This is an optimization exercise on Yosys and OpenROAD, whose aim is small area and a short achievable clock period, not a production implementation.
At most, simulation tests tie the RTL to the original design; equivalence was not proved.
Function not checked in runs 1 and 4: the RTL went through the layout flow alone.
Power figures rest on the tool's default switching activity, not on a simulated workload.

## flow/design.v (module list and top-level ports; edited modules follow where they fit)
// module alu_ops: 36 lines
// module mul16lo: 394 lines
// module alu_top: 573 lines
module alu_top (
    input clk,
    input [16-1:0] a,
    input [16-1:0] b,
    input [3:0] sel,
    output reg [16-1:0] y,
    output reg carry
);
  // ...
==> flow/flow/run.sh <==
#!/bin/bash
# Standard ORFS layout (standard.sh: unchanged synthesis, steps and SDC) with
# a larger setup slack margin for the repair steps.  At the design's 27 ns
# period every path already has slack, so without a margin the repair steps
# do nothing; with MARGIN ns they shorten every path longer than 27 - MARGIN.
set -euo pipefail
MARGIN=15.5
bash standard.sh SETUP_SLACK_MARGIN=$MARGIN  finish > standard.log 2>&1
==> flow/standard.sh <==
#!/bin/bash
# synth_recipe.tcl (not shown) runs the flow's synth.tcl, then flattens the netlist and writes it again
# the make line also repeats each setting of config.mk as NAME=value (left out here)
make -C /OpenROAD-flow-scripts/flow DESIGN_CONFIG=/design/flow/config.mk WORK_HOME=/design/flow/orfs CLKGATE_MAP_FILE= SYNTH_SCRIPT=/design/flow/synth_recipe.tcl "${@:-finish}"
==> flow/config.mk <==
export PLATFORM = sky130hd
export DESIGN_NAME = alu_top
export DESIGN_NICKNAME = alu_top
export VERILOG_FILES = /design/flow/design.v
export SDC_FILE = /design/flow/constraint.sdc
export NUM_CORES = 4
export LEC_CHECK = 0
export ABC_AREA = 1
export CAP_MARGIN = 20
export CORE_MARGIN = 2
export CORE_UTILIZATION = 55
export SLEW_MARGIN = 20
==> flow/constraint.sdc <==
create_clock -name core_clock -period 27.0 [get_ports {clk}]
set_input_delay 5.4000 -clock core_clock [delete_from_list [all_inputs] [get_ports {clk}]]
set_output_delay 5.4000 -clock core_clock [all_outputs]
set_load 0.01 [all_outputs]
==> impl_metrics.json, run 1 <==
{
  "numCtsBuffers": 9,
  "layout_min_cycle_time_ns": 10.98,
  "fp.dieW_microns": 170,
  "power_per_cell_area_nw_per_um2": 48.9,
  "grt_pass1_wl_microns": 74900,
  "start_kind": "flip-flop",
  "clk_share_pct": 1.74,
  "grt_overflow": 0,
  "crit_start": "s1_b[5]",
  "p_int_mw": 0.460,
  "syn_to_final_growth_pct": 17.6,
  "hpwlAfterDp_microns": 34600,
  "setup_viol": 0,
  "r2r_end": "s2_r[13]",
  "yosysUniqueCellTypes": 62,
  "port_buffers": 53,
  "cts_resized": 25,
  "fin_ws_ns": 16.02,
  "crit_path_end": "s2_r[13]",
  "antenna_found_initial": 0,
  "worst_setup_path_end_kind": "flip-flop",
  "highest_layer": "met4",
  "synth-xor-area-share_pct": 5.15,
  "path_class": "flip-flop to flip-flop",
  "buffer_area_share_pct": 8.15,
  "initial_core_util_pct": 56.0,
  "ys.flop_type": "dfxtp_1",
  "critPathBufInv": 12,
  "status": "complete, no violations",
  "final_core_util_pct": 65.9,
  "whs_ns": 0.461,
  "synth_compound_area_share_pct": 7.77,
  "swShare_pct": 47.2,
  "inverters": 446,
  "ir_drop_uv": 41.1,
  "root_buffer": "clkbuf_16",
  "die_h_microns": 170,
  "grt_max_degree": 33,
  "syn-num-nets": 2602,
  "tightest_slew_ns": 0.959,
  "routed_wl_microns": 49900,
  "synth_fa_ha_area_share_pct": 21.8,
  "cp_common_cell": "nand2_2",
  "post-cts-setup-buffers": 1,
  "n_sequential_cell": 94
}
==> module alu_top, before the edit <==
module alu_top (
    input clk,
    input [16-1:0] a,
    input [16-1:0] b,
    input [3:0] sel,
    output reg [16-1:0] y,
    output reg carry
);
  wire [0:0] t15 = a[15];
  wire [0:0] p15 = ~(t15 ^ b[0:0]);
  wire [1:0] c15;
  wire G15_0 = p15[0] ? 1'b0 : b[0];
  assign c15[0] = 1'b0;
  assign c15[1] = G15_0;
  wire [0:0] d15 = ~p15 ^ c15[0:0];
  wire q15 = ~|b[15:1] & ~c15[1];
  wire [0:0] r15 = q15 ? d15[0:0] : t15;
  wire [1:0] t14 = {r15, a[14]};
  wire [1:0] p14 = ~(t14 ^ b[1:0]);
  wire [2:0] c14;
  wire G14_0 = p14[0] ? 1'b0 : b[0];
  wire G14_1 = p14[1] ? G14_0 : b[1];
  assign c14[0] = 1'b0;
  assign c14[1] = G14_0;
  assign c14[2] = G14_1;
  wire [1:0] d14 = ~p14 ^ c14[1:0];
  wire q14 = ~|b[15:2] & ~c14[2];
  wire [1:0] r14 = q14 ? d14[1:0] : t14;
  wire [2:0] t13 = {r14, a[13]};
  wire [2:0] p13 = ~(t13 ^ b[2:0]);
  wire [3:0] c13;
  wire G13_0 = p13[0] ? 1'b0 : b[0];
  wire G13_1 = p13[2] ? b[1] : b[2];
  wire P13_1 = p13[2] & p13[1];
  wire G13_2 = P13_1 ? G13_0 : G13_1;
  wire G13_3 = p13[1] ? G13_0 : b[1];
  assign c13[0] = 1'b0;
  assign c13[1] = G13_0;
  assign c13[2] = G13_3;
  assign c13[3] = G13_2;
  wire [2:0] d13 = ~p13 ^ c13[2:0];
  wire q13 = ~|b[15:3] & ~c13[3];
  wire [2:0] r13 = q13 ? d13[2:0] : t13;
  wire [3:0] t12 = {r13, a[12]};
  wire [3:0] p12 = ~(t12 ^ b[3:0]);
  wire [4:0] c12;
  wire G12_0 = p12[0] ? 1'b0 : b[0];
  wire G12_1 = p12[2] ? b[1] : b[2];
  wire P12_1 = p12[2] & p12[1];
  wire G12_2 = P12_1 ? G12_0 : G12_1;
  wire G12_3 = p12[1] ? G12_0 : b[1];
  wire G12_4 = p12[3] ? G12_2 : b[3];
  assign c12[0] = 1'b0;
  assign c12[1] = G12_0;
  assign c12[2] = G12_3;
  assign c12[3] = G12_2;
  assign c12[4] = G12_4;
  wire [3:0] d12 = ~p12 ^ c12[3:0];
  wire q12 = ~|b[15:4] & ~c12[4];
  wire [3:0] r12 = q12 ? d12[3:0] : t12;
  reg [15:0] s1_a, s1_b;
  reg [3:0] s1_sel;
  reg [3:0] s1_r, s1_q;
  always @(posedge clk) begin
    s1_a <= a;
    s1_b <= b;
    s1_sel <= sel;
    s1_r <= r12;
    s1_q <= {q15, q14, q13, q12};
  end
  wire [4:0] t11 = {s1_r, s1_a[11]};
  wire [4:0] p11 = ~(t11 ^ s1_b[4:0]);
  wire [5:0] c11;
  wire G11_0 = p11[0] ? 1'b0 : s1_b[0];
  wire G11_1 = p11[2] ? s1_b[1] : s1_b[2];
  wire P11_1 = p11[2] & p11[1];
  wire G11_2 = p11[4] ? s1_b[3] : s1_b[4];
  wire P11_2 = p11[4] & p11[3];
  wire G11_3 = P11_1 ? G11_0 : G11_1;
  wire G11_4 = P11_2 ? G11_3 : G11_2;
  wire G11_5 = p11[1] ? G11_0 : s1_b[1];
  wire G11_6 = p11[3] ? G11_3 : s1_b[3];
  assign c11[0] = 1'b0;
  assign c11[1] = G11_0;
  assign c11[2] = G11_5;
  assign c11[3] = G11_3;
  assign c11[4] = G11_6;
  assign c11[5] = G11_4;
  wire [4:0] d11 = ~p11 ^ c11[4:0];
  wire q11 = ~|s1_b[15:5] & ~c11[5];
  wire [4:0] r11 = q11 ? d11[4:0] : t11;
  wire [5:0] t10 = {r11, s1_a[10]};
  wire [5:0] p10 = ~(t10 ^ s1_b[5:0]);
  wire [6:0] c10;
  wire G10_0 = p10[0] ? 1'b0 : s1_b[0];
  wire G10_1 = p10[2] ? s1_b[1] : s1_b[2];
  wire P10_1 = p10[2] & p10[1];
  wire G10_2 = p10[4] ? s1_b[3] : s1_b[4];
  wire P10_2 = p10[4] & p10[3];
  wire G10_3 = P10_1 ? G10_0 : G10_1;
  wire G10_4 = P10_2 ? G10_3 : G10_2;
  wire G10_5 = p10[1] ? G10_0 : s1_b[1];
  wire G10_6 = p10[3] ? G10_3 : s1_b[3];
  wire G10_7 = p10[5] ? G10_4 : s1_b[5];
  assign c10[0] = 1'b0;
  assign c10[1] = G10_0;
  assign c10[2] = G10_5;
  assign c10[3] = G10_3;
  assign c10[4] = G10_6;
  assign c10[5] = G10_4;
  assign c10[6] = G10_7;
  wire [5:0] d10 = ~p10 ^ c10[5:0];
  wire q10 = ~|s1_b[15:6] & ~c10[6];
  wire [5:0] r10 = q10 ? d10[5:0] : t10;
  wire [6:0] t9 = {r10, s1_a[9]};
  wire [6:0] p9 = ~(t9 ^ s1_b[6:0]);
  wire [7:0] c9;
  wire G9_0 = p9[0] ? 1'b0 : s1_b[0];
  wire G9_1 = p9[2] ? s1_b[1] : s1_b[2];
  wire P9_1 = p9[2] & p9[1];
  wire G9_2 = p9[4] ? s1_b[3] : s1_b[4];
  wire P9_2 = p9[4] & p9[3];
  wire G9_3 = p9[6] ? s1_b[5] : s1_b[6];
  wire P9_3 = p9[6] & p9[5];
  wire G9_4 = P9_1 ? G9_0 : G9_1;
  wire G9_5 = P9_3 ? G9_2 : G9_3;
  wire P9_5 = P9_3 & P9_2;
  wire G9_6 = P9_5 ? G9_4 : G9_5;
  wire G9_7 = P9_2 ? G9_4 : G9_2;
  wire G9_8 = p9[1] ? G9_0 : s1_b[1];
  wire G9_9 = p9[3] ? G9_4 : s1_b[3];
  wire G9_10 = p9[5] ? G9_7 : s1_b[5];
  assign c9[0] = 1'b0;
  assign c9[1] = G9_0;
  assign c9[2] = G9_8;
  assign c9[3] = G9_4;
  assign c9[4] = G9_9;
  assign c9[5] = G9_7;
  assign c9[6] = G9_10;
  assign c9[7] = G9_6;
  wire [6:0] d9 = ~p9 ^ c9[6:0];
  wire q9 = ~|s1_b[15:7] & ~c9[7];
  wire [6:0] r9 = q9 ? d9[6:0] : t9;
  wire [7:0] t8 = {r9, s1_a[8]};
  wire [7:0] p8 = ~(t8 ^ s1_b[7:0]);
  wire [8:0] c8;
  wire G8_0 = p8[0] ? 1'b0 : s1_b[0];
  wire G8_1 = p8[2] ? s1_b[1] : s1_b[2];
  wire P8_1 = p8[2] & p8[1];
  wire G8_2 = p8[4] ? s1_b[3] : s1_b[4];
  wire P8_2 = p8[4] & p8[3];
  wire G8_3 = p8[6] ? s1_b[5] : s1_b[6];
  wire P8_3 = p8[6] & p8[5];
  wire G8_4 = P8_1 ? G8_0 : G8_1;
  wire G8_5 = P8_3 ? G8_2 : G8_3;
  wire P8_5 = P8_3 & P8_2;
  wire G8_6 = P8_5 ? G8_4 : G8_5;
  wire G8_7 = P8_2 ? G8_4 : G8_2;
  wire G8_8 = p8[1] ? G8_0 : s1_b[1];
  wire G8_9 = p8[3] ? G8_4 : s1_b[3];
  wire G8_10 = p8[5] ? G8_7 : s1_b[5];
  wire G8_11 = p8[7] ? G8_6 : s1_b[7];
  assign c8[0] = 1'b0;
  assign c8[1] = G8_0;
  assign c8[2] = G8_8;
  assign c8[3] = G8_4;
  assign c8[4] = G8_9;
  assign c8[5] = G8_7;
  assign c8[6] = G8_10;
  assign c8[7] = G8_6;
  assign c8[8] = G8_11;
  wire [7:0] d8 = ~p8 ^ c8[7:0];
  wire q8 = ~|s1_b[15:8] & ~c8[8];
  wire [7:0] r8 = q8 ? d8[7:0] : t8;
  wire [8:0] t7 = {r8, s1_a[7]};
  wire [8:0] p7 = ~(t7 ^ s1_b[8:0]);
  wire [9:0] c7;
  wire G7_0 = p7[0] ? 1'b0 : s1_b[0];
  wire G7_1 = p7[2] ? s1_b[1] : s1_b[2];
  wire P7_1 = p7[2] & p7[1];
  wire G7_2 = p7[4] ? s1_b[3] : s1_b[4];
  wire P7_2 = p7[4] & p7[3];
  wire G7_3 = p7[6] ? s1_b[5] : s1_b[6];
  wire P7_3 = p7[6] & p7[5];
  wire G7_4 = p7[8] ? s1_b[7] : s1_b[8];
  wire P7_4 = p7[8] & p7[7];
  wire G7_5 = P7_1 ? G7_0 : G7_1;
  wire G7_6 = P7_3 ? G7_2 : G7_3;
  wire P7_6 = P7_3 & P7_2;
  wire G7_7 = P7_6 ? G7_5 : G7_6;
  wire G7_8 = P7_2 ? G7_5 : G7_2;
  wire G7_9 = P7_4 ? G7_7 : G7_4;
  wire G7_10 = p7[1] ? G7_0 : s1_b[1];
  wire G7_11 = p7[3] ? G7_5 : s1_b[3];
  wire G7_12 = p7[5] ? G7_8 : s1_b[5];
  wire G7_13 = p7[7] ? G7_7 : s1_b[7];
  assign c7[0] = 1'b0;
  assign c7[1] = G7_0;
  assign c7[2] = G7_10;
  assign c7[3] = G7_5;
  assign c7[4] = G7_11;
  assign c7[5] = G7_8;
  assign c7[6] = G7_12;
  assign c7[7] = G7_7;
  assign c7[8] = G7_13;
  assign c7[9] = G7_9;
  wire [8:0] d7 = ~p7 ^ c7[8:0];
  wire q7 = ~|s1_b[15:9] & ~c7[9];
  wire [8:0] r7 = q7 ? d7[8:0] : t7;
  wire [9:0] t6 = {r7, s1_a[6]};
  wire [9:0] p6 = ~(t6 ^ s1_b[9:0]);
  wire [10:0] c6;
  wire G6_0 = p6[0] ? 1'b0 : s1_b[0];
  wire G6_1 = p6[2] ? s1_b[1] : s1_b[2];
  wire P6_1 = p6[2] & p6[1];
  wire G6_2 = p6[4] ? s1_b[3] : s1_b[4];
  wire P6_2 = p6[4] & p6[3];
  wire G6_3 = p6[6] ? s1_b[5] : s1_b[6];
  wire P6_3 = p6[6] & p6[5];
  wire G6_4 = p6[8] ? s1_b[7] : s1_b[8];
  wire P6_4 = p6[8] & p6[7];
  wire G6_5 = P6_1 ? G6_0 : G6_1;
  wire G6_6 = P6_3 ? G6_2 : G6_3;
  wire P6_6 = P6_3 & P6_2;
  wire G6_7 = P6_6 ? G6_5 : G6_6;
  wire G6_8 = P6_2 ? G6_5 : G6_2;
  wire G6_9 = P6_4 ? G6_7 : G6_4;
  wire G6_10 = p6[1] ? G6_0 : s1_b[1];
  wire G6_11 = p6[3] ? G6_5 : s1_b[3];
  wire G6_12 = p6[5] ? G6_8 : s1_b[5];
  wire G6_13 = p6[7] ? G6_7 : s1_b[7];
  wire G6_14 = p6[9] ? G6_9 : s1_b[9];
  assign c6[0] = 1'b0;
  assign c6[1] = G6_0;
  assign c6[2] = G6_10;
  assign c6[3] = G6_5;
  assign c6[4] = G6_11;
  assign c6[5] = G6_8;
  assign c6[6] = G6_12;
  assign c6[7] = G6_7;
  assign c6[8] = G6_13;
  assign c6[9] = G6_9;
  assign c6[10] = G6_14;
  wire [9:0] d6 = ~p6 ^ c6[9:0];
  wire q6 = ~|s1_b[15:10] & ~c6[10];
  wire [9:0] r6 = q6 ? d6[9:0] : t6;
  wire [10:0] t5 = {r6, s1_a[5]};
  wire [10:0] p5 = ~(t5 ^ s1_b[10:0]);
  wire [11:0] c5;
  wire G5_0 = p5[0] ? 1'b0 : s1_b[0];
  wire G5_1 = p5[2] ? s1_b[1] : s1_b[2];
  wire P5_1 = p5[2] & p5[1];
  wire G5_2 = p5[4] ? s1_b[3] : s1_b[4];
  wire P5_2 = p5[4] & p5[3];
  wire G5_3 = p5[6] ? s1_b[5] : s1_b[6];
  wire P5_3 = p5[6] & p5[5];
  wire G5_4 = p5[8] ? s1_b[7] : s1_b[8];
  wire P5_4 = p5[8] & p5[7];
  wire G5_5 = p5[10] ? s1_b[9] : s1_b[10];
  wire P5_5 = p5[10] & p5[9];
  wire G5_6 = P5_1 ? G5_0 : G5_1;
  wire G5_7 = P5_3 ? G5_2 : G5_3;
  wire P5_7 = P5_3 & P5_2;
  wire G5_8 = P5_5 ? G5_4 : G5_5;
  wire P5_8 = P5_5 & P5_4;
  wire G5_9 = P5_7 ? G5_6 : G5_7;
  wire G5_10 = P5_8 ? G5_9 : G5_8;
  wire G5_11 = P5_2 ? G5_6 : G5_2;
  wire G5_12 = P5_4 ? G5_9 : G5_4;
  wire G5_13 = p5[1] ? G5_0 : s1_b[1];
  wire G5_14 = p5[3] ? G5_6 : s1_b[3];
  wire G5_15 = p5[5] ? G5_11 : s1_b[5];
  wire G5_16 = p5[7] ? G5_9 : s1_b[7];
  wire G5_17 = p5[9] ? G5_12 : s1_b[9];
  assign c5[0] = 1'b0;
  assign c5[1] = G5_0;
  assign c5[2] = G5_13;
  assign c5[3] = G5_6;
  assign c5[4] = G5_14;
  assign c5[5] = G5_11;
  assign c5[6] = G5_15;
  assign c5[7] = G5_9;
  assign c5[8] = G5_16;
  assign c5[9] = G5_12;
  assign c5[10] = G5_17;
  assign c5[11] = G5_10;
  wire [10:0] d5 = ~p5 ^ c5[10:0];
  wire q5 = ~|s1_b[15:11] & ~c5[11];
  wire [10:0] r5 = q5 ? d5[10:0] : t5;
  wire [11:0] t4 = {r5, s1_a[4]};
  wire [11:0] p4 = ~(t4 ^ s1_b[11:0]);
  wire [12:0] c4;
  wire G4_0 = p4[0] ? 1'b0 : s1_b[0];
  wire G4_1 = p4[2] ? s1_b[1] : s1_b[2];
  wire P4_1 = p4[2] & p4[1];
  wire G4_2 = p4[4] ? s1_b[3] : s1_b[4];
  wire P4_2 = p4[4] & p4[3];
  wire G4_3 = p4[6] ? s1_b[5] : s1_b[6];
  wire P4_3 = p4[6] & p4[5];
  wire G4_4 = p4[8] ? s1_b[7] : s1_b[8];
  wire P4_4 = p4[8] & p4[7];
  wire G4_5 = p4[10] ? s1_b[9] : s1_b[10];
  wire P4_5 = p4[10] & p4[9];
  wire G4_6 = P4_1 ? G4_0 : G4_1;
  wire G4_7 = P4_3 ? G4_2 : G4_3;
  wire P4_7 = P4_3 & P4_2;
  wire G4_8 = P4_5 ? G4_4 : G4_5;
  wire P4_8 = P4_5 & P4_4;
  wire G4_9 = P4_7 ? G4_6 : G4_7;
  wire G4_10 = P4_8 ? G4_9 : G4_8;
  wire G4_11 = P4_2 ? G4_6 : G4_2;
  wire G4_12 = P4_4 ? G4_9 : G4_4;
  wire G4_13 = p4[1] ? G4_0 : s1_b[1];
  wire G4_14 = p4[3] ? G4_6 : s1_b[3];
  wire G4_15 = p4[5] ? G4_11 : s1_b[5];
  wire G4_16 = p4[7] ? G4_9 : s1_b[7];
  wire G4_17 = p4[9] ? G4_12 : s1_b[9];
  wire G4_18 = p4[11] ? G4_10 : s1_b[11];
  assign c4[0] = 1'b0;
  assign c4[1] = G4_0;
  assign c4[2] = G4_13;
  assign c4[3] = G4_6;
  assign c4[4] = G4_14;
  assign c4[5] = G4_11;
  assign c4[6] = G4_15;
  assign c4[7] = G4_9;
  assign c4[8] = G4_16;
  assign c4[9] = G4_12;
  assign c4[10] = G4_17;
  assign c4[11] = G4_10;
  assign c4[12] = G4_18;
  wire [11:0] d4 = ~p4 ^ c4[11:0];
  wire q4 = ~|s1_b[15:12] & ~c4[12];
  wire [11:0] r4 = q4 ? d4[11:0] : t4;
  wire [12:0] t3 = {r4, s1_a[3]};
  wire [12:0] p3 = ~(t3 ^ s1_b[12:0]);
  wire [13:0] c3;
  wire G3_0 = p3[0] ? 1'b0 : s1_b[0];
  wire G3_1 = p3[2] ? s1_b[1] : s1_b[2];
  wire P3_1 = p3[2] & p3[1];
  wire G3_2 = p3[4] ? s1_b[3] : s1_b[4];
  wire P3_2 = p3[4] & p3[3];
  wire G3_3 = p3[6] ? s1_b[5] : s1_b[6];
  wire P3_3 = p3[6] & p3[5];
  wire G3_4 = p3[8] ? s1_b[7] : s1_b[8];
  wire P3_4 = p3[8] & p3[7];
  wire G3_5 = p3[10] ? s1_b[9] : s1_b[10];
  wire P3_5 = p3[10] & p3[9];
  wire G3_6 = p3[12] ? s1_b[11] : s1_b[12];
  wire P3_6 = p3[12] & p3[11];
  wire G3_7 = P3_1 ? G3_0 : G3_1;
  wire G3_8 = P3_3 ? G3_2 : G3_3;
  wire P3_8 = P3_3 & P3_2;
  wire G3_9 = P3_5 ? G3_4 : G3_5;
  wire P3_9 = P3_5 & P3_4;
  wire G3_10 = P3_8 ? G3_7 : G3_8;
  wire G3_11 = P3_9 ? G3_10 : G3_9;
  wire G3_12 = P3_2 ? G3_7 : G3_2;
  wire G3_13 = P3_4 ? G3_10 : G3_4;
  wire G3_14 = P3_6 ? G3_11 : G3_6;
  wire G3_15 = p3[1] ? G3_0 : s1_b[1];
  wire G3_16 = p3[3] ? G3_7 : s1_b[3];
  wire G3_17 = p3[5] ? G3_12 : s1_b[5];
  wire G3_18 = p3[7] ? G3_10 : s1_b[7];
  wire G3_19 = p3[9] ? G3_13 : s1_b[9];
  wire G3_20 = p3[11] ? G3_11 : s1_b[11];
  assign c3[0] = 1'b0;
  assign c3[1] = G3_0;
  assign c3[2] = G3_15;
  assign c3[3] = G3_7;
  assign c3[4] = G3_16;
  assign c3[5] = G3_12;
  assign c3[6] = G3_17;
  assign c3[7] = G3_10;
  assign c3[8] = G3_18;
  assign c3[9] = G3_13;
  assign c3[10] = G3_19;
  assign c3[11] = G3_11;
  assign c3[12] = G3_20;
  assign c3[13] = G3_14;
  wire [12:0] d3 = ~p3 ^ c3[12:0];
  wire q3 = ~|s1_b[15:13] & ~c3[13];
  wire [12:0] r3 = q3 ? d3[12:0] : t3;
  wire [13:0] t2 = {r3, s1_a[2]};
  wire [13:0] p2 = ~(t2 ^ s1_b[13:0]);
  wire [14:0] c2;
  wire G2_0 = p2[0] ? 1'b0 : s1_b[0];
  wire G2_1 = p2[2] ? s1_b[1] : s1_b[2];
  wire P2_1 = p2[2] & p2[1];
  wire G2_2 = p2[4] ? s1_b[3] : s1_b[4];
  wire P2_2 = p2[4] & p2[3];
  wire G2_3 = p2[6] ? s1_b[5] : s1_b[6];
  wire P2_3 = p2[6] & p2[5];
  wire G2_4 = p2[8] ? s1_b[7] : s1_b[8];
  wire P2_4 = p2[8] & p2[7];
  wire G2_5 = p2[10] ? s1_b[9] : s1_b[10];
  wire P2_5 = p2[10] & p2[9];
  wire G2_6 = p2[12] ? s1_b[11] : s1_b[12];
  wire P2_6 = p2[12] & p2[11];
  wire G2_7 = P2_1 ? G2_0 : G2_1;
  wire G2_8 = P2_3 ? G2_2 : G2_3;
  wire P2_8 = P2_3 & P2_2;
  wire G2_9 = P2_5 ? G2_4 : G2_5;
  wire P2_9 = P2_5 & P2_4;
  wire G2_10 = P2_8 ? G2_7 : G2_8;
  wire G2_11 = P2_9 ? G2_10 : G2_9;
  wire G2_12 = P2_2 ? G2_7 : G2_2;
  wire G2_13 = P2_4 ? G2_10 : G2_4;
  wire G2_14 = P2_6 ? G2_11 : G2_6;
  wire G2_15 = p2[1] ? G2_0 : s1_b[1];
  wire G2_16 = p2[3] ? G2_7 : s1_b[3];
  wire G2_17 = p2[5] ? G2_12 : s1_b[5];
  wire G2_18 = p2[7] ? G2_10 : s1_b[7];
  wire G2_19 = p2[9] ? G2_13 : s1_b[9];
  wire G2_20 = p2[11] ? G2_11 : s1_b[11];
  wire G2_21 = p2[13] ? G2_14 : s1_b[13];
  assign c2[0] = 1'b0;
  assign c2[1] = G2_0;
  assign c2[2] = G2_15;
  assign c2[3] = G2_7;
  assign c2[4] = G2_16;
  assign c2[5] = G2_12;
  assign c2[6] = G2_17;
  assign c2[7] = G2_10;
  assign c2[8] = G2_18;
  assign c2[9] = G2_13;
  assign c2[10] = G2_19;
  assign c2[11] = G2_11;
  assign c2[12] = G2_20;
  assign c2[13] = G2_14;
  assign c2[14] = G2_21;
  wire [13:0] d2 = ~p2 ^ c2[13:0];
  wire q2 = ~|s1_b[15:14] & ~c2[14];
  wire [13:0] r2 = q2 ? d2[13:0] : t2;
  wire [15:2] qm = {s1_q, q11, q10, q9, q8, q7, q6, q5, q4, q3, q2};
  wire [15:0] o;
  wire co;
  alu_ops u_ops (.A(s1_a), .B(s1_b), .sel(s1_sel), .Y(o), .C(co));
  wire isdiv = s1_sel == 4'b0011;
  reg [15:0] s2_m;         
  reg [13:0] s2_r;
  reg [1:0] s2_a;
  reg [15:0] s2_b;
  reg s2_div;
  always @(posedge clk) begin
    s2_m <= isdiv ? {qm, o[1:0]} : o;
    s2_r <= r2;
    s2_a <= s1_a[1:0];
    s2_b <= s1_b;
    s2_div <= isdiv;
    carry <= co;
  end
  wire [14:0] t1 = {s2_r, s2_a[1]};
  wire [14:0] p1 = ~(t1 ^ s2_b[14:0]);
  wire [15:0] c1;
  wire G1_0 = p1[0] ? 1'b0 : s2_b[0];
  wire G1_1 = p1[2] ? s2_b[1] : s2_b[2];
  wire P1_1 = p1[2] & p1[1];
  wire G1_2 = p1[4] ? s2_b[3] : s2_b[4];
  wire P1_2 = p1[4] & p1[3];
  wire G1_3 = p1[6] ? s2_b[5] : s2_b[6];
  wire P1_3 = p1[6] & p1[5];
  wire G1_4 = p1[8] ? s2_b[7] : s2_b[8];
  wire P1_4 = p1[8] & p1[7];
  wire G1_5 = p1[10] ? s2_b[9] : s2_b[10];
  wire P1_5 = p1[10] & p1[9];
  wire G1_6 = p1[12] ? s2_b[11] : s2_b[12];
  wire P1_6 = p1[12] & p1[11];
  wire G1_7 = p1[14] ? s2_b[13] : s2_b[14];
  wire P1_7 = p1[14] & p1[13];
  wire G1_8 = P1_1 ? G1_0 : G1_1;
  wire G1_9 = P1_3 ? G1_2 : G1_3;
  wire P1_9 = P1_3 & P1_2;
  wire G1_10 = P1_5 ? G1_4 : G1_5;
  wire P1_10 = P1_5 & P1_4;
  wire G1_11 = P1_7 ? G1_6 : G1_7;
  wire P1_11 = P1_7 & P1_6;
  wire G1_12 = P1_9 ? G1_8 : G1_9;
  wire G1_13 = P1_11 ? G1_10 : G1_11;
  wire P1_13 = P1_11 & P1_10;
  wire G1_14 = P1_13 ? G1_12 : G1_13;
  wire G1_15 = P1_10 ? G1_12 : G1_10;
  wire G1_16 = P1_2 ? G1_8 : G1_2;
  wire G1_17 = P1_4 ? G1_12 : G1_4;
  wire G1_18 = P1_6 ? G1_15 : G1_6;
  wire G1_19 = p1[1] ? G1_0 : s2_b[1];
  wire G1_20 = p1[3] ? G1_8 : s2_b[3];
  wire G1_21 = p1[5] ? G1_16 : s2_b[5];
  wire G1_22 = p1[7] ? G1_12 : s2_b[7];
  wire G1_23 = p1[9] ? G1_17 : s2_b[9];
  wire G1_24 = p1[11] ? G1_15 : s2_b[11];
  wire G1_25 = p1[13] ? G1_18 : s2_b[13];
  assign c1[0] = 1'b0;
  assign c1[1] = G1_0;
  assign c1[2] = G1_19;
  assign c1[3] = G1_8;
  assign c1[4] = G1_20;
  assign c1[5] = G1_16;
  assign c1[6] = G1_21;
  assign c1[7] = G1_12;
  assign c1[8] = G1_22;
  assign c1[9] = G1_17;
  assign c1[10] = G1_23;
  assign c1[11] = G1_15;
  assign c1[12] = G1_24;
  assign c1[13] = G1_18;
  assign c1[14] = G1_25;
  assign c1[15] = G1_14;
  wire [14:0] d1 = ~p1 ^ c1[14:0];
  wire q1 = ~|s2_b[15:15] & ~c1[15];
  wire [14:0] r1 = q1 ? d1[14:0] : t1;
  wire [15:0] t0 = {r1, s2_a[0]};
  wire [15:0] p0 = ~(t0 ^ s2_b[15:0]);
  wire [16:0] c0;
  wire G0_0 = p0[0] ? 1'b0 : s2_b[0];
  wire G0_1 = p0[2] ? s2_b[1] : s2_b[2];
  wire P0_1 = p0[2] & p0[1];
  wire G0_2 = p0[4] ? s2_b[3] : s2_b[4];
  wire P0_2 = p0[4] & p0[3];
  wire G0_3 = p0[6] ? s2_b[5] : s2_b[6];
  wire P0_3 = p0[6] & p0[5];
  wire G0_4 = p0[8] ? s2_b[7] : s2_b[8];
  wire P0_4 = p0[8] & p0[7];
  wire G0_5 = p0[10] ? s2_b[9] : s2_b[10];
  wire P0_5 = p0[10] & p0[9];
  wire G0_6 = p0[12] ? s2_b[11] : s2_b[12];
  wire P0_6 = p0[12] & p0[11];
  wire G0_7 = p0[14] ? s2_b[13] : s2_b[14];
  wire P0_7 = p0[14] & p0[13];
  wire G0_8 = P0_1 ? G0_0 : G0_1;
  wire G0_9 = P0_3 ? G0_2 : G0_3;
  wire P0_9 = P0_3 & P0_2;
  wire G0_10 = P0_5 ? G0_4 : G0_5;
  wire P0_10 = P0_5 & P0_4;
  wire G0_11 = P0_7 ? G0_6 : G0_7;
  wire P0_11 = P0_7 & P0_6;
  wire G0_12 = P0_9 ? G0_8 : G0_9;
  wire G0_13 = P0_11 ? G0_10 : G0_11;
  wire P0_13 = P0_11 & P0_10;
  wire G0_14 = P0_13 ? G0_12 : G0_13;
  wire G0_15 = P0_10 ? G0_12 : G0_10;
  wire G0_16 = P0_2 ? G0_8 : G0_2;
  wire G0_17 = P0_4 ? G0_12 : G0_4;
  wire G0_18 = P0_6 ? G0_15 : G0_6;
  wire G0_19 = p0[1] ? G0_0 : s2_b[1];
  wire G0_20 = p0[3] ? G0_8 : s2_b[3];
  wire G0_21 = p0[5] ? G0_16 : s2_b[5];
  wire G0_22 = p0[7] ? G0_12 : s2_b[7];
  wire G0_23 = p0[9] ? G0_17 : s2_b[9];
  wire G0_24 = p0[11] ? G0_15 : s2_b[11];
  wire G0_25 = p0[13] ? G0_18 : s2_b[13];
  wire G0_26 = p0[15] ? G0_14 : s2_b[15];
  assign c0[0] = 1'b0;
  assign c0[1] = G0_0;
  assign c0[2] = G0_19;
  assign c0[3] = G0_8;
  assign c0[4] = G0_20;
  assign c0[5] = G0_16;
  assign c0[6] = G0_21;
  assign c0[7] = G0_12;
  assign c0[8] = G0_22;
  assign c0[9] = G0_17;
  assign c0[10] = G0_23;
  assign c0[11] = G0_15;
  assign c0[12] = G0_24;
  assign c0[13] = G0_18;
  assign c0[14] = G0_25;
  assign c0[15] = G0_14;
  assign c0[16] = G0_26;
  wire [15:0] d0 = ~p0 ^ c0[15:0];
  wire q0 = 1'b1 & ~c0[16];
  always @* y = {s2_m[15:2], s2_div ? {q1, q0} : s2_m[1:0]};
endmodule
==> inputs of run 2 (changes only) <==
--- a/flow/design.v
+++ b/flow/design.v
@@ -489,26 +489,16 @@
   wire q12 = ~|b[15:4] & ~c12[4];
   wire [3:0] r12 = q12 ? d12[3:0] : t12;
-  reg [15:0] s1_a, s1_b;
-  reg [3:0] s1_sel;
-  reg [3:0] s1_r, s1_q;
-  always @(posedge clk) begin
-    s1_a <= a;
-    s1_b <= b;
-    s1_sel <= sel;
-    s1_r <= r12;
-    s1_q <= {q15, q14, q13, q12};
-  end
-  wire [4:0] t11 = {s1_r, s1_a[11]};
-  wire [4:0] p11 = ~(t11 ^ s1_b[4:0]);
+  wire [4:0] t11 = {r12, a[11]};
+  wire [4:0] p11 = ~(t11 ^ b[4:0]);
   wire [5:0] c11;
-  wire G11_0 = p11[0] ? 1'b0 : s1_b[0];
-  wire G11_1 = p11[2] ? s1_b[1] : s1_b[2];
+  wire G11_0 = p11[0] ? 1'b0 : b[0];
+  wire G11_1 = p11[2] ? b[1] : b[2];
   wire P11_1 = p11[2] & p11[1];
-  wire G11_2 = p11[4] ? s1_b[3] : s1_b[4];
+  wire G11_2 = p11[4] ? b[3] : b[4];
   wire P11_2 = p11[4] & p11[3];
   wire G11_3 = P11_1 ? G11_0 : G11_1;
   wire G11_4 = P11_2 ? G11_3 : G11_2;
-  wire G11_5 = p11[1] ? G11_0 : s1_b[1];
-  wire G11_6 = p11[3] ? G11_3 : s1_b[3];
+  wire G11_5 = p11[1] ? G11_0 : b[1];
+  wire G11_6 = p11[3] ? G11_3 : b[3];
   assign c11[0] = 1'b0;
   assign c11[1] = G11_0;
@@ -518,7 +508,17 @@
   assign c11[5] = G11_4;
   wire [4:0] d11 = ~p11 ^ c11[4:0];
-  wire q11 = ~|s1_b[15:5] & ~c11[5];
+  wire q11 = ~|b[15:5] & ~c11[5];
   wire [4:0] r11 = q11 ? d11[4:0] : t11;
-  wire [5:0] t10 = {r11, s1_a[10]};
+  reg [15:0] s1_a, s1_b;
+  reg [3:0] s1_sel;
+  reg [4:0] s1_r, s1_q;
+  always @(posedge clk) begin
+    s1_a <= a;
+    s1_b <= b;
+    s1_sel <= sel;
+    s1_r <= r11;
+    s1_q <= {q15, q14, q13, q12, q11};
+  end
+  wire [5:0] t10 = {s1_r, s1_a[10]};
   wire [5:0] p10 = ~(t10 ^ s1_b[5:0]);
   wire [6:0] c10;
@@ -863,5 +863,5 @@
   wire q2 = ~|s1_b[15:14] & ~c2[14];
   wire [13:0] r2 = q2 ? d2[13:0] : t2;
-  wire [15:2] qm = {s1_q, q11, q10, q9, q8, q7, q6, q5, q4, q3, q2};
+  wire [15:2] qm = {s1_q, q10, q9, q8, q7, q6, q5, q4, q3, q2};
   wire [15:0] o;
   wire co;
--- a/flow/flow/run.sh
+++ b/flow/flow/run.sh
@@ -5,4 +5,4 @@
 # do nothing; with MARGIN ns they shorten every path longer than 27 - MARGIN.
 set -euo pipefail
-MARGIN=15.5
+MARGIN=16
 bash standard.sh SETUP_SLACK_MARGIN=$MARGIN  finish > standard.log 2>&1
==> run 2 against run 1 <==
  * Maximum frequency is 3.7% higher
  * Combinational power is 1% lower
  * Sequential cell count is 2 higher
  * Global-route usage is 1.9 points lower
  * Cell count is 1.4% lower
  * Synthesized area is 0.55% lower
  * Clock skew is 0.0087 ns lower
  * Synthesized cell count is 1.5% lower
  * Non-clock buffer count is 6 lower
==> impl_metrics.json, run 2 <==
{
  "status": "complete, no violations",
  "power_per_cell_area_nw_per_um2": 48.8,
  "cts_tree": "done",
  "vias": 15061,
  "ys.flop_type": "dfxtp_1",
  "rows": 60,
  "max_freq_mhz": 94.4,
  "ys_ff_latch": 96,
  "grt_overflow": 0,
  "p_int_mw": 0.448,
  "h-tree-depth": 3,
  "routabilityCongestion": 0.951,
  "critPathMaxFanout": 6,
  "start_kind": "primary input",
  "synth_area_per_cell_sq_um": 6.44,
  "clkTransAtPathRegs_ns": 0.08,
  "switching_power_mw": 0.408,
  "skew_ns": 0.0158,
  "swShare_pct": 47.7,
  "netlist_instances": 2339,
  "hpwlAfterDp_microns": 33200,
  "hold_class": "flip-flop to flip-flop",
  "worst_setup_path_end_kind": "flip-flop",
  "required_ns": 27.30,
  "path_class": "primary input to flip-flop",
  "grt_pass1_vias": 13627,
  "post_drt_wl_per_cell_microns": 16.9,
  "post-route-period-util_pct": 39.2,
  "yosysUniqueCellTypes": 64,
  "max_stage_delay_ns": 0.43,
  "initial_core_util_pct": 55.9,
  "antenna_found_initial": 0,
  "slowest_stage": "clkdlybuf4s50_1",
  "synth_area_sq_um": 15100,
  "synthTopCellsByCount": "nand2_1, inv_1, nand3_1",
  "die_h_microns": 169,
  "insertion_delay_ns": 0.37,
  "seqPwrFrac_pct": 19.4,
  "ff_latch_area_sq_um": 1940,
  "core-area_sq_um": 27000,
  "grt_max_degree": 28,
  "drv_slew": 0,
  "yosys-top-cells-area": "nand2_1, fa_1, dfxtp_1",
  "cp_top_family": "simple AND/OR/NAND/NOR gates",
  "yosysTopAreaCell": "nand2_1",
  "drv_cap": 0,
  "yosysMostFrequentCell": "nand2_1",
  "num-fill-cells": 2541,
  "drt_iter0_drc": 1175,
  "p_clk_share_pct": 15.3,
  "ir_drop_uv": 44.7,
  "final_cell_mix": "nand2_1, inv_1, nand3_1",
  "drc": 0,
  "viasPerCell": 5.43,
  "port_buffers": 53,
  "post_dp_cell_area_sq_um": 15700,
  "dieArea_sq_um": 28700,
  "nets": 2653,
  "finalInstanceArea_sq_um": 17500,
  "dr.pass1.iters": 6,
  "drive_gt1_share_pct": 18.1,
  "multi_input_area_sq_um": 11800,
  "grt_pass1_wl_microns": 71200,
  "root_buffer": "clkbuf_16",
  "whs_ns": 0.486,
  "syn-num-nets": 2565,
  "numCtsBuffers": 9,
  "setup_viol": 0,
  "routed_wl_microns": 46900,
  "synth_top_area_share_pct": 19.4,
  "power.leakage_nw": 9.54,
  "slew-limit-headroom_pct": 31.6,
  "cp.arrival_ns": 10.89,
  "final_common_cell": "nand2_1",
  "combPwrFrac_pct": 65.3,
  "yosysSeqAreaShare_pct": 12.8,
  "clockBufferDepth": 2,
  "cp_common_cell": "inv_1",
  "yosys_warnings": 2,
  "critPathBufInv": 8,
  "rsz0062_at_grt": "true",
  "setup_tns_ns": 0,
  "syn_to_final_growth_pct": 16.5,
  "async_flop_share_pct": 0,
  "synth_edf_count": 0,
  "pin_count": 54,
  "cts-hold-fix-buffers": 0,
  "finalHoldViolations": 0,
  "drtAntennaViolNets": 0,
  "grt_util_all_layers_pct": 31.5,
  "layout_min_cycle_time_ns": 10.59,
  "cts.sinks": 96,
  "diodes": 0,
  "fp.dieW_microns": 169,
  "tightest_slew_ns": 1.02
}
-- run 2: cell types whose count changed after synthesis, sizes merged, moves of 6 or more --
cell    previous run  this run
nand2            871       856
nor2             123       113
xor2              51        41
inv              439       431
nand3            243       250
o211ai            10         4
-- run 2: worst register-to-register path, delay by kind of cell, from the launching register on --
family / cells / cell delay, ns
flops: 1 / 0.37
simple gates: 78 / 7.98
compound gates: 3 / 0.50
buf+inv: 14 / 1.43
-- run 2: area by class of cell --
| type | count | area share (%) |
|---|---|---|
| Clock inverter | 6 | 0.328 |
| Multi-Input combinational cell | 1745 | 67.4 |
| Sequential cell | 96 | 11.1 |
| Tap cell | 341 | 2.43 |
| Timing Repair Buffer | 139 | 7.86 |
| Inverter | 436 | 9.65 |
| Clock buffer | 10 | 1.30 |
-- run 2: routing by layer --
layer	part of all wire (%)	GRT usage [%]
met5	0	0
met4	3.5	7.51
met1	44	44.0
met2	45	52.3
met3	7.4	3.50
-- run 2: power groups by stage --
stage               logic, mW  registers, mW  clock network, mW
floorplan               0.378          0.168                  0
global placement        0.510          0.169                  0
detailed placement      0.512          0.169                  0
CTS                     0.523          0.166              0.132
global route            0.633          0.168              0.138
finish                  0.559          0.166              0.131
-- run 2: final timing paths --
kind	from	endpoint	slack, ns	cells after the start
worst min-delay path	s1_q[4]	s2_m[15]	0.49	1
worst min register to register	s1_q[4]	s2_m[15]	0.49	1
worst max register to register	s1_b[4]	s2_r[0]	16.64	95
worst max-delay path	b[7]	s1_r[2]	16.41	40
-- run 2: timing repair --
| action | CTS | global route |
|---|---|---|
| setup buffers | 8 | 50 |
| setup endpoints to repair | 22 | 22 |
| gates cloned | 0 | 15 |
| resized for setup | 29 | 214 |
| pin swaps | 4 | 60 |
-- run 2: cells by family after synthesis --
group,synth area share [%]
buffers and inverters,14.6
AND/OR/NAND/NOR,38.5
XOR/XNOR,4.42
flip-flops,12.8
adder cells (fa/ha/maj),21.8
AO/OA/AOI/OAI,7.87
multiplexers,0.0665
-- run 2: metrics by stage --
stage               setup slack (ns)  total power [mW]  util, %  instances
finish                         16.41             0.856     65.1       2773
global route                   15.88             0.939     65.1       2773
floorplan                      16.62             0.546        -       2339
global placement               14.95             0.679     58.1       2684
detailed placement             14.74             0.681     58.1       2684
CTS                            15.99             0.821     59.9       2708
==> inputs of run 3 (changes only) <==
--- a/flow/flow/run.sh
+++ b/flow/flow/run.sh
@@ -5,4 +5,4 @@
 # do nothing; with MARGIN ns they shorten every path longer than 27 - MARGIN.
 set -euo pipefail
-MARGIN=16
+MARGIN=15.5
 bash standard.sh SETUP_SLACK_MARGIN=$MARGIN  finish > standard.log 2>&1
==> run 3 against run 2 <==
  * Sequential power is essentially flat
  * Routed wire length fell by 3.1%
  * Combinational power down 3%
  * Via count shrank 1.6%
  * Count of clock-buffer cells in the layout is the same
  * Critical path depth up 1
  * Clock skew decreased by 0.0022 ns
  * Register-to-register slack worse by 0.36 ns
  * Hold slack better by 0.0065 ns
  * Largest cell class unchanged
==> impl_metrics.json, run 3 <==
{
  "whs_path_depth": 1,
  "yosysTopAreaCell": "nand2_1",
  "drc": 0,
  "synth_area_per_cell_sq_um": 6.44,
  "die_h_microns": 169,
  "grt_overflow": 0,
  "max_freq_mhz": 89.9,
  "synth_area_sq_um": 15100,
  "worst_setup_path_end_kind": "flip-flop",
  "drt_iter0_drc": 1198,
  "insertion_delay_ns": 0.36,
  "core-area_sq_um": 27000,
  "nets": 2632,
  "yosysMostFrequentCell": "nand2_1",
  "r2r-start": "s1_b[6]",
  "syn_to_final_growth_pct": 11.5,
  "setup_tns_ns": 0,
  "required_ns": 27.29,
  "slew-limit-headroom_pct": 32.4,
  "slowest_stage": "clkdlybuf4s50_1",
  "finalInstanceArea_sq_um": 16800,
  "cts_tree": "done",
  "finalHoldViolations": 0,
  "numCtsBuffers": 9,
  "hold_class": "flip-flop to flip-flop",
  "path_class": "primary input to flip-flop",
  "power_per_cell_area_nw_per_um2": 49.9,
  "cp_common_cell": "nand2_1",
  "pin_count": 54,
  "start_kind": "primary input",
  "cts.sinks": 96,
  "ys.flop_type": "dfxtp_1",
  "viasPerCell": 5.39,
  "antenna_found_initial": 0,
  "whs_ns": 0.492,
  "grt_pass1_wl_microns": 71000,
  "final_core_util_pct": 62.3,
  "critPathMaxFanout": 6,
  "tightest_slew_ns": 1.01,
  "grt_pass1_vias": 13532,
  "r2r_end": "s2_r[0]",
  "final_common_cell": "nand2_1",
  "netlist_instances": 2339,
  "routed_wl_microns": 45400,
  "post_dp_cell_area_sq_um": 15700,
  "dieArea_sq_um": 28700,
  "h-tree-depth": 3,
  "diodes": 0,
  "cts-hold-fix-buffers": 0,
  "synthTopCellsByCount": "nand2_1, inv_1, nand3_1",
  "grt_max_degree": 28,
  "async_flop_share_pct": 0,
  "final_cell_mix": "nand2_1, inv_1, nand3_1",
  "synth_top_area_share_pct": 19.4,
  "post-route-period-util_pct": 41.2,
  "initial_core_util_pct": 55.9,
  "reg2reg_depth": 89,
  "critPathBufInv": 7,
  "rsz0062_at_grt": "true",
  "min_from": "s1_q[4]",
  "clkTransAtPathRegs_ns": 0.08,
  "vias": 14820,
  "layout_min_cycle_time_ns": 11.13,
  "port_buffers": 53,
  "grt_util_all_layers_pct": 31.4,
  "routabilityCongestion": 0.951,
  "yosysUniqueCellTypes": 64,
  "whs_endpoint": "s2_m[15]",
  "yosys_warnings": 2,
  "power.leakage_nw": 9.26,
  "synth_edf_count": 0,
  "drv_slew": 0,
  "yosysSeqAreaShare_pct": 12.8,
  "hpwlAfterDp_microns": 33200,
  "skew_ns": 0.0136,
  "rows": 60,
  "syn-num-nets": 2565,
  "cp.arrival_ns": 11.42,
  "dr.pass1.iters": 6,
  "drv_cap": 0,
  "clockBufferDepth": 2,
  "setup_viol": 0,
  "power_mw": 0.838,
  "ys_ff_latch": 96,
  "yosys-top-cells-area": "nand2_1, fa_1, dfxtp_1",
  "rrSetupSlack_ns": 16.28,
  "max_stage_delay_ns": 0.46,
  "post_drt_wl_per_cell_microns": 16.5,
  "cp_top_family": "simple AND/OR/NAND/NOR gates",
  "drtAntennaViolNets": 0,
  "root_buffer": "clkbuf_16",
  "ir_drop_uv": 43.5,
  "fp.dieW_microns": 169,
  "drive_gt1_share_pct": 13.5,
  "status": "complete, no violations"
}
==> run 3: per-stage QoR <==
stage          std cells  worst slack (ns)
6_report            2752             15.87
5_1_grt             2752             15.41
4_1_cts             2700             15.54
3_5_place_dp        2684             14.74
3_3_place_gp        2684             14.95
2_1_floorplan       2339             16.62
==> run 3: metal layers <==
metal / track usage [%] / wire, microns
met1: 44.0 / 20500
met2: 52.1 / 20600
met3: 3.36 / 3220
met4: 7.25 / 1130
met5: 0 / 0
==> run 3: worst max path at each step <==
| stage | depth (start not counted) | to | start |
|---|---|---|---|
| 2_1_floorplan | 38 | s1_r[2] | b[12] |
| 3_3_place_gp | 39 | s1_r[2] | b[12] |
| 3_5_place_dp | 39 | s1_r[2] | b[12] |
| 4_1_cts | 39 | s1_r[2] | b[12] |
| 5_1_grt | 41 | s1_r[3] | b[11] |
| 6_report | 41 | s1_r[2] | b[11] |
==> run 3: cell type report <==
class                   instances  area (sq um)
clock buffers                  10           229
clock inverters                 6          57.6
fillers                      2622         10200
inverters                     436          1670
multi-input cells            1740         11300
flip-flops and latches         96          1930
well taps                     341           427
repair buffers                123          1150
==> run 3: logic make-up (layout without fill, tap and decap cells) <==
kind of cell	count (synthesis)	count (layout)	synth area share, %
AOI/OAI and AO/OA	182	182	7.87
xor gates and xnor gates	76	76	4.42
adders and majority gates	190	190	21.8
buffers and inverters	510	575	14.6
DFF	96	96	12.8
muxes	1	1	0.0665
and+or+nand+nor	1284	1291	38.5
==> run 3: report_power, final <==
part | leakage [nW] | switching, mW | internal [mW]
Clock | 0.141 | 0.0646 | 0.0650
Sequential | 0.808 | 0.00962 | 0.156
Combinational | 8.31 | 0.324 | 0.219
Total | 9.26 | 0.398 | 0.440
==> run 3: worst register-to-register path: cells and delay by family (launching register included) <==
family / cells / cell delay, ns
compound gates: 3 / 0.60
simple gates: 74 / 8.08
buf+inv: 12 / 1.60
flops: 1 / 0.31
==> run 3: timing repair <==
item,4_1_cts,5_1_grt
setup buffers,0,44
cloned,0,8
gates resized for setup,6,106
endpoints found under the setup margin,7,22
pin swaps,0,27
==> inputs of run 4 (changes only) <==
--- a/flow/design.v
+++ b/flow/design.v
@@ -510,27 +510,17 @@
   wire q11 = ~|b[15:5] & ~c11[5];
   wire [4:0] r11 = q11 ? d11[4:0] : t11;
-  reg [15:0] s1_a, s1_b;
-  reg [3:0] s1_sel;
-  reg [4:0] s1_r, s1_q;
-  always @(posedge clk) begin
-    s1_a <= a;
-    s1_b <= b;
-    s1_sel <= sel;
-    s1_r <= r11;
-    s1_q <= {q15, q14, q13, q12, q11};
-  end
-  wire [5:0] t10 = {s1_r, s1_a[10]};
-  wire [5:0] p10 = ~(t10 ^ s1_b[5:0]);
+  wire [5:0] t10 = {r11, a[10]};
+  wire [5:0] p10 = ~(t10 ^ b[5:0]);
   wire [6:0] c10;
-  wire G10_0 = p10[0] ? 1'b0 : s1_b[0];
-  wire G10_1 = p10[2] ? s1_b[1] : s1_b[2];
+  wire G10_0 = p10[0] ? 1'b0 : b[0];
+  wire G10_1 = p10[2] ? b[1] : b[2];
   wire P10_1 = p10[2] & p10[1];
-  wire G10_2 = p10[4] ? s1_b[3] : s1_b[4];
+  wire G10_2 = p10[4] ? b[3] : b[4];
   wire P10_2 = p10[4] & p10[3];
   wire G10_3 = P10_1 ? G10_0 : G10_1;
   wire G10_4 = P10_2 ? G10_3 : G10_2;
-  wire G10_5 = p10[1] ? G10_0 : s1_b[1];
-  wire G10_6 = p10[3] ? G10_3 : s1_b[3];
-  wire G10_7 = p10[5] ? G10_4 : s1_b[5];
+  wire G10_5 = p10[1] ? G10_0 : b[1];
+  wire G10_6 = p10[3] ? G10_3 : b[3];
+  wire G10_7 = p10[5] ? G10_4 : b[5];
   assign c10[0] = 1'b0;
   assign c10[1] = G10_0;
@@ -541,7 +531,17 @@
   assign c10[6] = G10_7;
   wire [5:0] d10 = ~p10 ^ c10[5:0];
-  wire q10 = ~|s1_b[15:6] & ~c10[6];
+  wire q10 = ~|b[15:6] & ~c10[6];
   wire [5:0] r10 = q10 ? d10[5:0] : t10;
-  wire [6:0] t9 = {r10, s1_a[9]};
+  reg [15:0] s1_a, s1_b;
+  reg [3:0] s1_sel;
+  reg [5:0] s1_r, s1_q;
+  always @(posedge clk) begin
+    s1_a <= a;
+    s1_b <= b;
+    s1_sel <= sel;
+    s1_r <= r10;
+    s1_q <= {q15, q14, q13, q12, q11, q10};
+  end
+  wire [6:0] t9 = {s1_r, s1_a[9]};
   wire [6:0] p9 = ~(t9 ^ s1_b[6:0]);
   wire [7:0] c9;
@@ -863,39 +863,21 @@
   wire q2 = ~|s1_b[15:14] & ~c2[14];
   wire [13:0] r2 = q2 ? d2[13:0] : t2;
-  wire [15:2] qm = {s1_q, q10, q9, q8, q7, q6, q5, q4, q3, q2};
-  wire [15:0] o;
-  wire co;
-  alu_ops u_ops (.A(s1_a), .B(s1_b), .sel(s1_sel), .Y(o), .C(co));
-  wire isdiv = s1_sel == 4'b0011;
-  reg [15:0] s2_m;         
-  reg [13:0] s2_r;
-  reg [1:0] s2_a;
-  reg [15:0] s2_b;
-  reg s2_div;
-  always @(posedge clk) begin
-    s2_m <= isdiv ? {qm, o[1:0]} : o;
-    s2_r <= r2;
-    s2_a <= s1_a[1:0];
-    s2_b <= s1_b;
-    s2_div <= isdiv;
-    carry <= co;
-  end
-  wire [14:0] t1 = {s2_r, s2_a[1]};
-  wire [14:0] p1 = ~(t1 ^ s2_b[14:0]);
+  wire [14:0] t1 = {r2, s1_a[1]};
+  wire [14:0] p1 = ~(t1 ^ s1_b[14:0]);
   wire [15:0] c1;
-  wire G1_0 = p1[0] ? 1'b0 : s2_b[0];
-  wire G1_1 = p1[2] ? s2_b[1] : s2_b[2];
+  wire G1_0 = p1[0] ? 1'b0 : s1_b[0];
+  wire G1_1 = p1[2] ? s1_b[1] : s1_b[2];
   wire P1_1 = p1[2] & p1[1];
-  wire G1_2 = p1[4] ? s2_b[3] : s2_b[4];
+  wire G1_2 = p1[4] ? s1_b[3] : s1_b[4];
   wire P1_2 = p1[4] & p1[3];
-  wire G1_3 = p1[6] ? s2_b[5] : s2_b[6];
+  wire G1_3 = p1[6] ? s1_b[5] : s1_b[6];
   wire P1_3 = p1[6] & p1[5];
-  wire G1_4 = p1[8] ? s2_b[7] : s2_b[8];
+  wire G1_4 = p1[8] ? s1_b[7] : s1_b[8];
   wire P1_4 = p1[8] & p1[7];
-  wire G1_5 = p1[10] ? s2_b[9] : s2_b[10];
+  wire G1_5 = p1[10] ? s1_b[9] : s1_b[10];
   wire P1_5 = p1[10] & p1[9];
-  wire G1_6 = p1[12] ? s2_b[11] : s2_b[12];
+  wire G1_6 = p1[12] ? s1_b[11] : s1_b[12];
   wire P1_6 = p1[12] & p1[11];
-  wire G1_7 = p1[14] ? s2_b[13] : s2_b[14];
+  wire G1_7 = p1[14] ? s1_b[13] : s1_b[14];
   wire P1_7 = p1[14] & p1[13];
   wire G1_8 = P1_1 ? G1_0 : G1_1;
@@ -914,11 +896,11 @@
   wire G1_17 = P1_4 ? G1_12 : G1_4;
   wire G1_18 = P1_6 ? G1_15 : G1_6;
-  wire G1_19 = p1[1] ? G1_0 : s2_b[1];
-  wire G1_20 = p1[3] ? G1_8 : s2_b[3];
-  wire G1_21 = p1[5] ? G1_16 : s2_b[5];
-  wire G1_22 = p1[7] ? G1_12 : s2_b[7];
-  wire G1_23 = p1[9] ? G1_17 : s2_b[9];
-  wire G1_24 = p1[11] ? G1_15 : s2_b[11];
-  wire G1_25 = p1[13] ? G1_18 : s2_b[13];
+  wire G1_19 = p1[1] ? G1_0 : s1_b[1];
+  wire G1_20 = p1[3] ? G1_8 : s1_b[3];
+  wire G1_21 = p1[5] ? G1_16 : s1_b[5];
+  wire G1_22 = p1[7] ? G1_12 : s1_b[7];
+  wire G1_23 = p1[9] ? G1_17 : s1_b[9];
+  wire G1_24 = p1[11] ? G1_15 : s1_b[11];
+  wire G1_25 = p1[13] ? G1_18 : s1_b[13];
   assign c1[0] = 1'b0;
   assign c1[1] = G1_0;
@@ -938,23 +920,23 @@
   assign c1[15] = G1_14;
   wire [14:0] d1 = ~p1 ^ c1[14:0];
-  wire q1 = ~|s2_b[15:15] & ~c1[15];
+  wire q1 = ~|s1_b[15:15] & ~c1[15];
   wire [14:0] r1 = q1 ? d1[14:0] : t1;
-  wire [15:0] t0 = {r1, s2_a[0]};
-  wire [15:0] p0 = ~(t0 ^ s2_b[15:0]);
+  wire [15:0] t0 = {r1, s1_a[0]};
+  wire [15:0] p0 = ~(t0 ^ s1_b[15:0]);
   wire [16:0] c0;
-  wire G0_0 = p0[0] ? 1'b0 : s2_b[0];
-  wire G0_1 = p0[2] ? s2_b[1] : s2_b[2];
+  wire G0_0 = p0[0] ? 1'b0 : s1_b[0];
+  wire G0_1 = p0[2] ? s1_b[1] : s1_b[2];
   wire P0_1 = p0[2] & p0[1];
-  wire G0_2 = p0[4] ? s2_b[3] : s2_b[4];
+  wire G0_2 = p0[4] ? s1_b[3] : s1_b[4];
   wire P0_2 = p0[4] & p0[3];
-  wire G0_3 = p0[6] ? s2_b[5] : s2_b[6];
+  wire G0_3 = p0[6] ? s1_b[5] : s1_b[6];
   wire P0_3 = p0[6] & p0[5];
-  wire G0_4 = p0[8] ? s2_b[7] : s2_b[8];
+  wire G0_4 = p0[8] ? s1_b[7] : s1_b[8];
   wire P0_4 = p0[8] & p0[7];
-  wire G0_5 = p0[10] ? s2_b[9] : s2_b[10];
+  wire G0_5 = p0[10] ? s1_b[9] : s1_b[10];
   wire P0_5 = p0[10] & p0[9];
-  wire G0_6 = p0[12] ? s2_b[11] : s2_b[12];
+  wire G0_6 = p0[12] ? s1_b[11] : s1_b[12];
   wire P0_6 = p0[12] & p0[11];
-  wire G0_7 = p0[14] ? s2_b[13] : s2_b[14];
+  wire G0_7 = p0[14] ? s1_b[13] : s1_b[14];
   wire P0_7 = p0[14] & p0[13];
   wire G0_8 = P0_1 ? G0_0 : G0_1;
@@ -973,12 +955,12 @@
   wire G0_17 = P0_4 ? G0_12 : G0_4;
   wire G0_18 = P0_6 ? G0_15 : G0_6;
-  wire G0_19 = p0[1] ? G0_0 : s2_b[1];
-  wire G0_20 = p0[3] ? G0_8 : s2_b[3];
-  wire G0_21 = p0[5] ? G0_16 : s2_b[5];
-  wire G0_22 = p0[7] ? G0_12 : s2_b[7];
-  wire G0_23 = p0[9] ? G0_17 : s2_b[9];
-  wire G0_24 = p0[11] ? G0_15 : s2_b[11];
-  wire G0_25 = p0[13] ? G0_18 : s2_b[13];
-  wire G0_26 = p0[15] ? G0_14 : s2_b[15];
+  wire G0_19 = p0[1] ? G0_0 : s1_b[1];
+  wire G0_20 = p0[3] ? G0_8 : s1_b[3];
+  wire G0_21 = p0[5] ? G0_16 : s1_b[5];
+  wire G0_22 = p0[7] ? G0_12 : s1_b[7];
+  wire G0_23 = p0[9] ? G0_17 : s1_b[9];
+  wire G0_24 = p0[11] ? G0_15 : s1_b[11];
+  wire G0_25 = p0[13] ? G0_18 : s1_b[13];
+  wire G0_26 = p0[15] ? G0_14 : s1_b[15];
   assign c0[0] = 1'b0;
   assign c0[1] = G0_0;
@@ -1000,4 +982,12 @@
   wire [15:0] d0 = ~p0 ^ c0[15:0];
   wire q0 = 1'b1 & ~c0[16];
-  always @* y = {s2_m[15:2], s2_div ? {q1, q0} : s2_m[1:0]};
+  wire [15:0] qm = {s1_q, q9, q8, q7, q6, q5, q4, q3, q2, q1, q0};
+  wire [15:0] o;
+  wire co;
+  alu_ops u_ops (.A(s1_a), .B(s1_b), .sel(s1_sel), .Y(o), .C(co));
+  wire isdiv = s1_sel == 4'b0011;
+  always @(posedge clk) begin
+    y <= isdiv ? qm : o;
+    carry <= co;
+  end
 endmodule
==> run 4 against run 3 <==
  * Register-to-register slack got worse by 0.73 ns
  * Synthesized cell count increased by 3.1%
  * Sequential power decreased by about 30%
  * Largest power group unchanged
  * Combinational power increased by 12%
  * Largest cell class unchanged
  * Clock power decreased by 11%
  * Still clean
  * Worst setup slack got worse by 1.5 ns
  * Sequential share of layout area decreased by 4.6 points
  * Count of clock-buffer cells in the layout increased by 1
  * Sequential cell count decreased by 31
  * Utilization increased by 6.3 points
  * Clock skew decreased by 0.00098 ns
  * Global-route usage increased by 4.8 points
==> impl_metrics.json, run 4 <==
{
  "final_core_util_pct": 68.6,
  "whs_ns": 0.480,
  "synthTopCellsByCount": "nand2_1, inv_1, nand3_1",
  "slew-limit-headroom_pct": 19.3,
  "clockBufferDepth": 2,
  "drt_iter0_drc": 1332,
  "crit_path_end": "s1_r[3]",
  "h-tree-depth": 3,
  "finalHoldViolations": 0,
  "synth_edf_count": 0,
  "layout.cells.non_filler": 3026,
  "final_cell_mix": "nand2_1, inv_1, nand3_1",
  "yosys-top-cells-area": "nand2_1, fa_1, inv_1",
  "rrSetupSlack_ns": 15.55,
  "setup_tns_ns": 0,
  "layout_min_cycle_time_ns": 12.58,
  "required_ns": 27.23,
  "power.leakage_nw": 10.4,
  "final_common_cell": "nand2_1",
  "insertion_delay_ns": 0.36,
  "async_flop_share_pct": 0,
  "netlist_instances": 2412,
  "vias": 16792,
  "rows": 61,
  "fp.dieW_microns": 172,
  "path_class": "primary input to flip-flop",
  "cp.arrival_ns": 12.81,
  "yosysSeqAreaShare_pct": 8.39,
  "root_buffer": "clkbuf_16",
  "tightest_slew_ns": 1.21,
  "reg2reg_depth": 102,
  "pin_count": 54,
  "die_h_microns": 172,
  "worst_setup_path_end_kind": "flip-flop",
  "clkTransAtPathRegs_ns": 0.06,
  "yosysTopAreaCell": "nand2_1",
  "drtAntennaViolNets": 0,
  "grt_pass1_vias": 15470,
  "r2r-start": "s1_b[8]",
  "yosysMostFrequentCell": "nand2_1",
  "power_per_cell_area_nw_per_um2": 44.0,
  "ir_drop_uv": 54.3,
  "viasPerCell": 5.55,
  "max_freq_mhz": 79.5,
  "syn_to_final_growth_pct": 22.9,
  "post_drt_wl_per_cell_microns": 19.3,
  "max_stage_delay_ns": 0.46,
  "drv_slew": 0,
  "crit_start": "b[7]",
  "rsz0062_at_grt": "true",
  "critPathMaxFanout": 7,
  "dieArea_sq_um": 29500,
  "port_buffers": 53,
  "routabilityCongestion": 0.924,
  "drive_gt1_share_pct": 26.0,
  "grt_util_all_layers_pct": 36.2,
  "cts_tree": "done",
  "r2r_end": "y[0]",
  "core-area_sq_um": 27800,
  "yosysUniqueCellTypes": 70,
  "numCtsBuffers": 9,
  "place_ws_ns": 13.13,
  "yosys_warnings": 2,
  "dr.pass1.iters": 7,
  "cts.sinks": 65,
  "nets": 2870,
  "cp_common_cell": "buf_4",
  "grt_overflow": 0,
  "fin_ws_ns": 14.42,
  "num-fill-cells": 2438,
  "syn-num-nets": 2640,
  "post-route-period-util_pct": 46.6,
  "synth_area_sq_um": 15500,
  "antenna_found_initial": 1,
  "hold_class": "flip-flop to flip-flop",
  "ys.flop_type": "dfxtp_1",
  "hpwlAfterDp_microns": 37800,
  "ys_ff_latch": 65,
  "synth_top_area_share_pct": 19.0,
  "routed_wl_microns": 58500,
  "setup_viol": 0,
  "slowest_stage": "o21ai_0",
  "reg.largest.list": "s1_a (16), s1_b (16), y (16)",
  "dp_cells": 2802,
  "skew_ns": 0.0126,
  "drv_cap": 0,
  "synth_area_per_cell_sq_um": 6.43,
  "initial_core_util_pct": 55.8,
  "start_kind": "primary input",
  "drc": 0,
  "status": "complete, no violations",
  "grt_max_degree": 30,
  "grt_pass1_wl_microns": 82200
}
-- run 4: cell count changes in the layout (fill, tap and decap cells not counted), moves of 18 or more --
cell     before  now
nor2_1       88   55
buf_4        59  150
nand2_4      14   33
nand3_2      26   59
dfxtp_1      91   60
buf_6         2   64
o21ai_0      49   26
inv_1       394  376
nand2_2      78  173
nand3_1     220  245
-- run 4: critical path: cells and delay by family --
family / cells / cell delay [ns]
fa+ha+maj: 3 / 0.82
mux: 1 / 0.24
simple gates: 21 / 3.21
buf+inv: 12 / 1.49
compound gates: 10 / 1.60
-- run 4: kinds of logic after synthesis --
kind of cell,synth area share (%)
muxes,0.0646
AOI/OAI and AO/OA,6.34
buffers and inverters,15.1
adders and majority gates,21.4
and+or+nand+nor,44.9
xor gates and xnor gates,3.73
DFF,8.39
-- run 4: how the worst min path moves through the flow --
stage | from | to | slack (ns) | depth (start not counted)
after floorplan | s1_q[5] | y[15] | 0.40 | 2
after detailed placement | s1_q[5] | y[15] | 0.43 | 2
after global placement | s1_q[5] | y[15] | 0.41 | 2
final | s1_q[5] | y[15] | 0.48 | 2
after CTS | s1_q[5] | y[15] | 0.46 | 2
after global routing | s1_q[5] | y[15] | 0.49 | 2
-- run 4: final cells by class --
class	count	area [sq um]	area share [%]
Tap cell	378	473	2.48
Clock inverter	4	28.8	0.151
Multi-Input combinational cell	1856	12700	66.5
Timing Repair Buffer	274	2560	13.4
Antenna cell	2	5.00	0.0263
Sequential cell	65	1320	6.91
Inverter	435	1750	9.17
Clock buffer	11	243	1.27
Timing Repair inverter	1	11.3	0.0591
-- run 4: power by group --
| group | switching [mW] | leakage [nW] | internal [mW] |
|---|---|---|---|
| Clock | 0.0517 | 0.128 | 0.0644 |
| Combinational | 0.370 | 9.72 | 0.236 |
| Sequential | 0.0103 | 0.547 | 0.106 |
| Total | 0.432 | 10.4 | 0.407 |
-- run 4: what timing repair did --
item,in CTS,in global routing
hold buffers,0,0
gates resized for setup,89,223
pin swaps,33,68
buffers inserted,115,76
endpoints found under the hold margin,0,0
endpoints found under the setup margin,10,10
cloned,1,15
-- run 4: metrics by stage --
step	instance area, sq um	power, mW
floorplan	15500	0.517
global placement	16100	0.658
detailed placement	16100	0.662
CTS	17500	0.791
global route	19000	0.909
finish	19100	0.839
-- run 4: routing by layer --
metal,global-route usage (%),vias to the layer above,wire [microns]
met5,0,-,0
met4,13.8,0,3190
met3,4.78,248,4650
met2,62.0,775,27400
met1,46.5,7834,23200
li1,-,7935,-

## what the ideal ports hide
How much do the figures lean on ideal ports? The routed layouts below were timed once more, with nothing changed but the port constraints. Step 1, drivers: a clkbuf_16 drives clk and a buf_2 each remaining input, both assumed. Step 2 also shifts input and output timing later by t, the mid clock arrival at the registers, as if the neighbouring blocks saw the same clock. Three values: no drivers, after step 1, after step 2; two values: the first two.
| run | t, ns | setup slack, ns | worst hold slack (ns) |
|---|---|---|---|
| run 1 | 0.403 | 16.016 / 16.016 / 16.016 | 0.461 / 0.461 / 0.461 |
| run 2 | 0.410 | 16.405 / 16.437 / 16.027 | 0.486 / 0.486 / 0.486 |
| run 3 | 0.406 | 15.872 / 15.904 / 15.498 | 0.492 / 0.492 / 0.492 |
| run 4 | 0.393 | 14.419 / 14.420 / 14.028 | 0.480 / 0.480 / 0.480 |
After both steps setup and hold are still met in every run listed. For run 4, which loses most, drivers alone change the setup slack by +0.001 ns; drivers and shift together by -0.391 ns.
